From an optimization exercise on the open Yosys and OpenROAD flow, aimed at small area; shortcuts taken in it are not production practice. The RTL was checked by simulation tests, not by an equivalence proof against the original design. No activity file was given, so power comes from the tool's default toggle rates.

$ cat flow/run.sh
#!/bin/bash
# synth_recipe.tcl (not shown) runs the flow's synth.tcl, then flattens the netlist and writes it again
# the make line also repeats each setting of config.mk as NAME=value (left out here)
make -C /OpenROAD-flow-scripts/flow DESIGN_CONFIG=/design/flow/config.mk WORK_HOME=/design/flow/orfs CLKGATE_MAP_FILE= SYNTH_SCRIPT=/design/flow/synth_recipe.tcl finish
$ cat flow/config.mk
export PLATFORM = sky130hd
export DESIGN_NAME = freq_meter
export DESIGN_NICKNAME = freq_meter
export VERILOG_FILES = /design/flow/design.v
export SDC_FILE = /design/flow/constraint.sdc
export NUM_CORES = 4
export LEC_CHECK = 0
export CAP_MARGIN = 20
export CORE_MARGIN = 2
export CORE_UTILIZATION = 40
export SLEW_MARGIN = 20
$ cat flow/constraint.sdc
create_clock -name core_clock -period 150.0 [get_ports {clk}]
set_input_delay 30.0000 -clock core_clock [delete_from_list [all_inputs] [get_ports {clk}]]
set_output_delay 30.0000 -clock core_clock [all_outputs]
set_load 0.01 [all_outputs]
$ cat flow/design.v
module cymometer
   #(parameter    CLK_FS = 30'd200_000_000) 
    (    
        input                 clk_fs ,     
        input                 rst_n  ,     
        input                 sig_fx ,      
        output   reg [25:0]   data_fx      
);
localparam   GATE_TIME = 18'd10_000;       
reg             gate_pre    ;              
reg             gate        ;              
reg             gate_fx_r   ;
reg             gate_fs_d0  ;               
reg             gate_fs_d1  ;               
reg             gate_fx_d0  ;               
reg             gate_fx_d1  ;               
reg    [25:0]   gate_cnt    ;              
reg    [31:0]   fs_cnt      ;              
reg    [31:0]   fs_cnt_tmp  ;               
reg    [31:0]   fx_cnt      ;              
reg    [31:0]   fx_cnt_tmp  ;               
reg    [40:0]   data_fx_tmp ;
wire   [40:0]   fx_scaled   ;               
wire            neg_gate_fs;               
wire            neg_gate_fx;
reg    [2:0]    fx_sync     ;               
wire            fx_en       ;               
assign neg_gate_fs = gate_fs_d1 & (~gate_fs_d0);
assign neg_gate_fx = gate_fx_d0 & (~gate);
assign fx_en       = fx_sync[1] & (~fx_sync[2]);
always @(posedge clk_fs or negedge rst_n) begin
    if(!rst_n)
        fx_sync <= 3'd0;
    else
        fx_sync <= {fx_sync[1:0], sig_fx};
end
always @(posedge clk_fs or negedge rst_n) begin
    if(!rst_n)
        gate_cnt <= 26'd0;
    else if(gate_cnt == GATE_TIME - 1)
        gate_cnt <= 26'd0;
    else
        gate_cnt <= gate_cnt + 1'b1;
end
always @(posedge clk_fs or negedge rst_n) begin
    if(!rst_n)
        gate_pre <= 1'b0;
    else if(gate_cnt == GATE_TIME - 1)
        gate_pre <= ~gate_pre;
end
always @(posedge clk_fs or negedge rst_n) begin
    if(!rst_n) begin
        gate_fx_r <= 1'b0;
        gate      <= 1'b0;
    end
    else if(fx_en) begin
        gate_fx_r <= gate_pre;
        gate      <= gate_fx_r;
    end
end
always @(posedge clk_fs or negedge rst_n) begin
    if(!rst_n) begin
        gate_fs_d0 <= 1'b0;
        gate_fs_d1 <= 1'b0;
    end
    else begin
        gate_fs_d0 <= gate;
        gate_fs_d1 <= gate_fs_d0;
    end
end
always @(posedge clk_fs or negedge rst_n) begin
    if(!rst_n) begin
        gate_fx_d0 <= 1'b0;
        gate_fx_d1 <= 1'b0;
    end
    else if(fx_en) begin
        gate_fx_d0 <= gate;
        gate_fx_d1 <= gate_fx_d0;
    end
end
always @(posedge clk_fs or negedge rst_n) begin
    if(!rst_n) begin
        fx_cnt_tmp <= 32'd0;
        fx_cnt     <= 32'd0;
    end
    else if(fx_en && gate)
        fx_cnt_tmp <= fx_cnt_tmp + 1'b1;
    else if(fx_en && neg_gate_fx) begin
        fx_cnt_tmp <= 32'd0;
        fx_cnt     <= fx_cnt_tmp;
    end
end
always @(posedge clk_fs or negedge rst_n) begin
    if(!rst_n) begin
        fs_cnt_tmp <= 32'd0;
        fs_cnt     <= 32'd1;
    end
    else if(gate)
        fs_cnt_tmp <= fs_cnt_tmp + 1'b1;
    else if(neg_gate_fs) begin
        fs_cnt_tmp <= 32'd0;
        fs_cnt     <= fs_cnt_tmp;
    end
end
assign fx_scaled = CLK_FS * fx_cnt[12:0];
always @(*) begin
    data_fx_tmp = fx_scaled / fs_cnt[13:0];
end
always @(posedge clk_fs or negedge rst_n) begin
    if(!rst_n)
        data_fx <= 26'd0;
    else
        data_fx <= data_fx_tmp;
end
endmodule
module data_deal(
	input					clk,
	input					rst_n,
	input	[25:0]			data_fx,
	output	reg  			txd_fre_clk,	
	output	reg  [87:0]		data_uart,
	output	reg  [14:0]		data_k
	);
reg	 [18:0]		uart_fre_cnt;
reg  [14:0]		period_time	;
parameter		UART_FRE 		= 18'd20_000; 
always @(posedge clk or negedge rst_n)
begin
	if(!rst_n)begin
		uart_fre_cnt <= 19'd0;
	end
	else begin
		if(uart_fre_cnt < UART_FRE/2 - 1'd1) begin
			uart_fre_cnt <= uart_fre_cnt + 1'd1;
		end
		else begin
			uart_fre_cnt <= 19'd0;
		end
	end
end
always @(posedge clk or negedge rst_n)
begin
	if(!rst_n)begin
		txd_fre_clk <= 1'd0;
	end
	else begin
		if(uart_fre_cnt == UART_FRE/2 - 1'd1)begin
			txd_fre_clk <= ~txd_fre_clk;
		end
		else begin
			txd_fre_clk <= txd_fre_clk;
		end
	end	
end
always @(posedge clk or negedge rst_n)
begin
	if(!rst_n)begin
		period_time <= 15'd0;
	end
	else begin
		if((uart_fre_cnt != UART_FRE/2 - 1'd1) || txd_fre_clk)begin
			period_time <= period_time;
		end
		else if(period_time < 15'd9999)begin
			period_time <= period_time + 1'd1;
		end
		else begin
			period_time <= 15'd0;
		end
	end	
end
always @(posedge clk or negedge rst_n)
begin
	if(!rst_n)begin
		data_uart <= 88'd0;
		data_k	<=  15'd0;
	end
	else begin
		data_k	<=  data_fx/1000;
		data_uart[ 7: 0] <=  8'd65;
  		data_uart[15: 8] <=  data_k/1000+8'd48;
  		data_uart[23:16] <=  data_k/100%10+8'd48;
  		data_uart[31:24] <=  data_k/10%10+8'd48	;
  		data_uart[39:32] <=  data_k%10+8'd48;
  		data_uart[47:40] <=  8'd66;
  		data_uart[55:48] <=  period_time/1000+8'd48;
  		data_uart[63:56] <=  period_time/100%10+8'd48;
  		data_uart[71:64] <=  period_time/10%10+8'd48	;
  		data_uart[79:72] <=  period_time%10+8'd48;
  		data_uart[87:80] <=  8'd67;
	end
end
endmodule
`timescale 1ns/ 1ps
module
SegLed
( 
	input	           clk_24m,
	input              rst_n,
    output	wire [7:0] sm_seg,
    output	wire [3:0] sm_bit,
    input        [14:0]data
);
parameter CNT_10MS = 2400;  
reg [15:0]	sm_bit_num;
reg [2:0]   sm_num_bit;
reg [17:0] 	cnt_w;
reg [3:0] 	sm_bit_reg;
reg [3:0] 	sm_seg_num;
reg [7:0]	sm_seg_reg;	
localparam
			S0 = 4'b0000 ,
			S1 = 4'b0001 ,
			S2 = 4'b0010 ,
			S3 = 4'b0011 ,
			S4 = 4'b0100 ,
			S5 = 4'b0101 ,
			S6 = 4'b0110 ,
			S7 = 4'b0111 ,
			S8 = 4'b1000 ,
			S9 = 4'b1001 ;		
always@(posedge clk_24m or negedge rst_n)
begin
	if(!rst_n)
		cnt_w <= 18'd0;
	else if(cnt_w == CNT_10MS)  
		cnt_w <= 18'd0;
	else
		cnt_w <= cnt_w + 1;
end
always@(posedge clk_24m or negedge rst_n)
begin
	if(!rst_n)begin
		sm_bit_num <= 16'd0;
	end	
	else begin
		sm_bit_num[ 3: 0] <= data%10;
		sm_bit_num[ 7: 4] <= data/10%10;
		sm_bit_num[11: 8] <= data/100%10;
		sm_bit_num[15:12] <= data/1000%10;
	end
end
always@(posedge clk_24m or negedge rst_n)
begin
	if(!rst_n)
		sm_num_bit <= 3'd0;
	else if(cnt_w == CNT_10MS)  
		begin 
			if(sm_num_bit < 2'b11)
				sm_num_bit <= sm_num_bit + 1'd1;
			else
			    sm_num_bit <= 2'b00;
		end
    else
    	sm_num_bit <= sm_num_bit;	
end
always@(posedge clk_24m or negedge rst_n)
begin
	if(!rst_n)
		sm_seg_num   <= 4'h0;
	else
	begin
		case(sm_num_bit)
		2'b000:sm_seg_num   <= sm_bit_num[ 3: 0]; 
		2'b001:sm_seg_num   <= sm_bit_num[ 7: 4]; 
		2'b010:sm_seg_num   <= sm_bit_num[11: 8]; 
		2'b011:sm_seg_num   <= sm_bit_num[15:12]; 
		endcase
	end
end
always@(posedge clk_24m or negedge rst_n)
begin
	if(!rst_n)
		sm_bit_reg <= 4'b1111;
	else
	begin
		case( sm_num_bit )
		2'b00:sm_bit_reg <= 4'b1110; 
		2'b01:sm_bit_reg <= 4'b1101; 
		2'b10:sm_bit_reg <= 4'b1011; 
		2'b11:sm_bit_reg <= 4'b0111; 
		endcase
	end
end
always@(*)
begin
	case ( sm_seg_num )
	S0:  
		sm_seg_reg <= 8'hc0;
	S1:             
		sm_seg_reg <= 8'hf9;
	S2:             
		sm_seg_reg <= 8'ha4;
	S3:                
		sm_seg_reg <= 8'hb0;
	S4:                
		sm_seg_reg <= 8'h99;
	S5:                
		sm_seg_reg <= 8'h92;
	S6:                 
		sm_seg_reg <= 8'h82;
	S7:                 
		sm_seg_reg <= 8'hf8;
	S8:              
		sm_seg_reg <= 8'h80;
	S9:                
		sm_seg_reg <= 8'h90;
	default:
		sm_seg_reg <= 8'hc0;		
	endcase
end	
assign sm_seg = sm_seg_reg;	
assign sm_bit = sm_bit_reg;	
endmodule
module uart_transfer
(
	input			sys_clk,
	input			sys_rst_n,
	output  reg 	txd,
	input	 		txd_en,
	input [87:0]	txd_data
);
parameter    	CLK_FS	 	= 26'd24000000;  
parameter  		UART_BPS 	= 460800;      
parameter 		BPS_CNT 	= CLK_FS/UART_BPS;
reg 			txd_data_0;
reg 			txd_data_1;
reg	[15:0]		clk_cnt;
reg [ 3:0]		txd_cnt;
reg 			tx_flag;
reg	[ 7:0]		txd_data_check;
reg [ 3:0]		txd_state;
wire  en_flag;
assign en_flag = (~txd_data_1) & txd_data_0;
always @(posedge sys_clk or negedge sys_rst_n) begin         
    if (!sys_rst_n) begin
        txd_data_0 <= 1'b0;                                  
        txd_data_1 <= 1'b0;
    end                                                      
    else begin                                               
        txd_data_0 <= txd_en;                               
        txd_data_1 <= txd_data_0;                            
    end
end
always @(posedge sys_clk or negedge sys_rst_n)
begin
	if(!sys_rst_n)begin
		tx_flag <= 1'd0;
		txd_state <= 4'd0;
	end
	else if(en_flag == 1'd1)begin
		tx_flag <= 1'd1;
	end
	else if (tx_flag)begin
		if((txd_cnt == 4'd9)&&(clk_cnt == BPS_CNT/2))begin	
			if(txd_state < 4'd10)begin
				txd_state <= txd_state + 1'd1;
			end			
			else begin
				tx_flag <= 1'd0;
				txd_state <= 4'd0;		
			end	
		end
	end
	else begin
		tx_flag <= tx_flag;
	end
end
always @(posedge sys_clk or negedge sys_rst_n)
begin
	if(!sys_rst_n) begin
		txd_data_check <= 8'd0;
	end
	else if(tx_flag)begin
		case(txd_state)
			4'd0: txd_data_check <= txd_data[ 7:0];
			4'd1: txd_data_check <= txd_data[15:8];
			4'd2: txd_data_check <= txd_data[23:16];
			4'd3: txd_data_check <= txd_data[31:24];
			4'd4: txd_data_check <= txd_data[39:32];
			4'd5: txd_data_check <= txd_data[47:40];
			4'd6: txd_data_check <= txd_data[55:48];
			4'd7: txd_data_check <= txd_data[63:56];
			4'd8: txd_data_check <= txd_data[71:64];
			4'd9: txd_data_check <= txd_data[79:72];
			4'd10:txd_data_check <= txd_data[87:80];
			default:;
		endcase
	end
	else begin
		txd_data_check <= 8'd0;
	end
end
always @(posedge sys_clk or negedge sys_rst_n)
begin
	if(!sys_rst_n) begin
		clk_cnt <= 16'd0;
		txd_cnt  <= 4'd0;
	end
	else if(tx_flag) begin
		if(clk_cnt < BPS_CNT -1'd1) begin
			clk_cnt <= clk_cnt + 1'd1;
			txd_cnt 	<= txd_cnt;
		end
		else begin
			clk_cnt <= 16'd0;
			txd_cnt <= txd_cnt + 1'd1;
		end
	end
	else begin
		clk_cnt <= 16'd0;
		txd_cnt  <= 4'd0;
	end	
end
always @(posedge sys_clk or negedge sys_rst_n)
begin
	if(!sys_rst_n)
		txd <= 1'b1;
	else if(tx_flag)
		begin
			case(txd_cnt)
				4'd0:  txd <= 1'b0;
				4'd1:  txd <= txd_data_check[0];
				4'd2:  txd <= txd_data_check[1];
				4'd3:  txd <= txd_data_check[2];
				4'd4:  txd <= txd_data_check[3];
				4'd5:  txd <= txd_data_check[4];
				4'd6:  txd <= txd_data_check[5];
				4'd7:  txd <= txd_data_check[6];
				4'd8:  txd <= txd_data_check[7];
				4'd9:  txd <= 1'b1;
				default:;	
			endcase		
		end
	else
		txd <= 1'b1;	
end
endmodule
module freq_meter(
    input               clk,
    input               rst_n,
    input               sig_fx,
    output  wire [7:0]  sm_seg,
    output  wire [3:0]  sm_bit,
    output              uart_txd
);
parameter       CLK_FS_200MHZ   = 28'd200_000_000;
wire [25:0]     data_fx;
wire [87:0]     data_uart;
wire            txd_fre_clk;
wire [14:0]     data_k;
data_deal u_data_deal(
    .clk            (clk),
    .rst_n          (rst_n),
    .data_fx        (data_fx),
    .txd_fre_clk    (txd_fre_clk),
    .data_uart      (data_uart),
    .data_k         (data_k)
    );
cymometer #(.CLK_FS(CLK_FS_200MHZ)
) u_cymometer(
    .clk_fs      (clk),
    .rst_n       (rst_n),
    .sig_fx      (sig_fx),
    .data_fx     (data_fx)
);
SegLed u_SegLed
(
    .clk_24m            (clk),
    .rst_n              (rst_n),
    .sm_seg             (sm_seg),
    .sm_bit             (sm_bit),
    .data               (data_k)
);
uart_transfer u_uart_transfer
(
    .sys_clk            (clk),
    .sys_rst_n          (rst_n),
    .txd                (uart_txd),
    .txd_en             (txd_fre_clk),
    .txd_data           (data_uart)
);
endmodule
==> run notes <==
[cells in the final DEF, fill, tap and decap left out, types with 115 or more instances in the layout]
| cell | synthesis | routed |
|---|---|---|
| nor3_1 | 413 | 411 |
| nand2b_1 | 115 | 115 |
| dfrtp_1 | 287 | 287 |
| ha_1 | 590 | 590 |
| nor2_1 | 840 | 840 |
| mux2i_1 | 121 | 121 |
| o31ai_1 | 157 | 157 |
| xor2_1 | 202 | 202 |
| inv_1 | 377 | 371 |
| nand3_1 | 228 | 228 |
| o21ai_0 | 479 | 479 |
| xnor2_1 | 394 | 394 |
| a21o_1 | 179 | 179 |
| o21a_1 | 307 | 307 |
| nand2_1 | 735 | 735 |
| a21oi_1 | 582 | 582 |
[metrics by stage]
stage | setup WS, ps | hold slack (ps) | instances | area [um^2]
after global placement | 18240 | 337 | 10174 | 62700
after CTS | 13660 | 357 | 10242 | 64100
final | 12600 | 356 | 10244 | 64100
after floorplan | 24760 | 331 | 8391 | 60800
after detailed placement | 14110 | 344 | 10174 | 62700
after global routing | 1330 | 358 | 10244 | 64100
[synth_stat cells (112+ instances only)]
| library cell | instances | area share [%] |
|---|---|---|
| ha_1 | 590 | 12 |
| o31ai_1 | 157 | 1.9 |
| mux2i_1 | 121 | 2.0 |
| nand2b_1 | 115 | 1.2 |
| o21a_1 | 307 | 3.8 |
| xor2_1 | 202 | 2.9 |
| nor2_1 | 840 | 5.2 |
| inv_1 | 377 | 2.3 |
| o21ai_0 | 479 | 3.9 |
| nand2_1 | 735 | 4.5 |
| a21o_1 | 179 | 2.2 |
| nand3_1 | 228 | 1.9 |
| nor3_1 | 413 | 3.4 |
| clkbuf_1 | 231 | 1.4 |
| dfrtp_1 | 287 | 12 |
| and2_1 | 112 | 1.2 |
| xnor2_1 | 394 | 5.7 |
| a21oi_1 | 582 | 4.8 |
[cell families (layout without fill, tap and decap cells)]
| kind of cell | after synthesis | count (layout) | share of synthesized area [%] |
|---|---|---|---|
| AND/OR/NAND/NOR | 3231 | 3231 | 26.4 |
| AO/OA/AOI/OAI | 2590 | 2590 | 28.7 |
| buffers and inverters | 722 | 559 | 4.64 |
| adder cells (fa/ha/maj) | 718 | 718 | 15.6 |
| XOR/XNOR | 596 | 596 | 8.60 |
| flip-flops | 293 | 293 | 12.1 |
| multiplexers | 224 | 224 | 3.93 |
| other | 2 | 17 | 0.0124 |
[cell type report]
| type | count | area [um^2] | share of cell area (%) |
|---|---|---|---|
| Sequential cell | 293 | 7340 | 11.4 |
| Tap cell | 2016 | 2520 | 3.93 |
| Multi-Input combinational cell | 7376 | 50700 | 79.0 |
| Timing Repair Buffer | 87 | 694 | 1.08 |
| Clock inverter | 16 | 278 | 0.433 |
| Clock buffer | 52 | 1080 | 1.69 |
| Inverter | 404 | 1520 | 2.36 |
[per-layer routing]
layer | global-route usage (%) | vias up
met5 | 0 | -
met3 | 1.88 | 300
li1 | - | 30673
met2 | 39.4 | 1584
met1 | 30.6 | 29486
met4 | 6.95 | 0
==> metrics.cfg <==
[cts]
clock-root-buffer=clkbuf_16
ctsHoldBuffers=0
cts_sinks=293
clk_path_buf_depth=3
cts_tree=done
cts_made_buffers=38
insertion_delay_ps=590
postCtsSetupBuffers=0
postCtsResizedCells=0
cts.clk_slew.worst_paths_ps=70
htreeDepth=2

[critical_path]
crit_type=reg -> reg
crit_start=u_cymometer.fx_cnt[2]$_DFFE_PN0P_
worst_ep_arrival_time_ps=137890
cp-start-kind=flip-flop
slowest_delay_ps=870
path_buf_inv=35
crit_fanout=46
r2r_slack_ps=12600
worstSetupEndpoint=u_cymometer.data_fx[3]$_DFF_PN0_
endpoint_kind=flip-flop
r2r-end=u_cymometer.data_fx[3]$_DFF_PN0_
cpLargestDelayFamily=compound AO/OA/AOI/OAI gates
cp.depth=580
r2r_start=u_cymometer.fx_cnt[2]$_DFFE_PN0P_
crit_top_cell=o21a_1
cp.required_ps=150490
cpMaxStageDelayCell=a41oi_2
r2r_cells=580

[outcome]
status=no timing/DRC/antenna violations

[sta]
final_hold_viol_count=0
rsz0062_at_grt=false
setup_violations=0
finalCriticalPeriod_ps=137400
finalCritPeriodShare_pct=91.6
maxSlewHeadroom_pct=26.3
skew_ps=28.5
tightest_slew_ps=1090
fin_setup_tns_ps=0
drv_slew=0
fmax_ghz=0.00728

[floorplanning]
die_w_um=394
die-area_mm2=0.155
ios=16
start_util_pct=40.4
core_area_mm2=0.150
die_h_um=394
rows=142

[cells_and_area]
drive_gt1_share_pct=6.02
fin_nets=8874
nFillCells=15452
regMostFlops=u_data_deal.data_uart
largest_reg_flops=50
antenna_cells=0
reg_top3=u_data_deal.data_uart x50, u_cymometer.gate_cnt x26, u_cymometer.data_fx x23
final_core_util_pct=42.7
area_growth_pct=5.62

[power]
p_comb_share_pct=1.0
netSwitchingPower_uw=41.0
pwr-share-clk_pct=55.4
power.density_mw_per_mm2=2.84
peakVddDrop_v=0.00000727
p_sw_share_pct=22.5
power_clock_uw=101
pg_seq_uw=79.4
p_leak_uw=0.0271
power_frac_seq_pct=43.6
p_total_uw=182
p_int_uw=141
power_combinational_uw=1.85
power-top-group=the clock network

[hold_path]
hold_path.startpoint=u_cymometer.fx_sync[0]$_DFF_PN0_
hold_class=reg -> reg
holdPathEnd=u_cymometer.fx_sync[1]$_DFF_PN0_
whs_path_depth=0

[synthesis]
ys.flop_type=dfrtp_1
syn_area_per_cell_um2=7.25
yosys_warnings=4
synth_edf_count=0
ys_seq_elements=293
postSynthCellCount=8376
synth_area_mm2=0.0607
async_flop_share_pct=100
synth_cell_type_count=128
ys_seq_area_share_pct=12.1

[placed_design]
dp_hpwl_um=145000
portBuffers=14
gp_congestion=0.953

[route]
wl_per_cell_um=18.1
ant_nets=0
drt_wl_total_um=186000
wl_met2_um=86800
via_per_inst=6.06
drc=0
maxUsedRoutingLayer=met4
drt-met1-wl_um=84800
first_pass_iters=7
first_iter_violations=4499
vias=62043
wl_met3_um=8210

[global_route]
grt-ovfl-total=0
grt_pass1_wl_um=303000
grt_max_degree=110
antenna_found_initial=0
grt_pass1_vias=58401
grt_util_all_layers_pct=23.0

[run]
cap_violations=0

-- separate check: timing with driven ports --
Ports are ideal in the flow. The routed layout listed here was re-timed in OpenROAD.
Step 1: set_driving_cell puts a clkbuf_16 on clk and a buf_2 on each other input, an assumption about the parent block.
Step 2 also shifts input and output timing later by t, the mid clock arrival at the registers, as if the neighbouring blocks saw the same clock.
Three values: ideal, step 1, step 2; two values: the first two.
t (ns): 0.644
setup WS [ns]: 12.596 / 12.596 / 12.596
latest minus earliest clock arrival (ns): 0.032 / 0.032
After both steps setup and hold are still met in this run. The setup slack of this run moves by 0.000 ns with the drivers and by 0.000 ns with both steps.
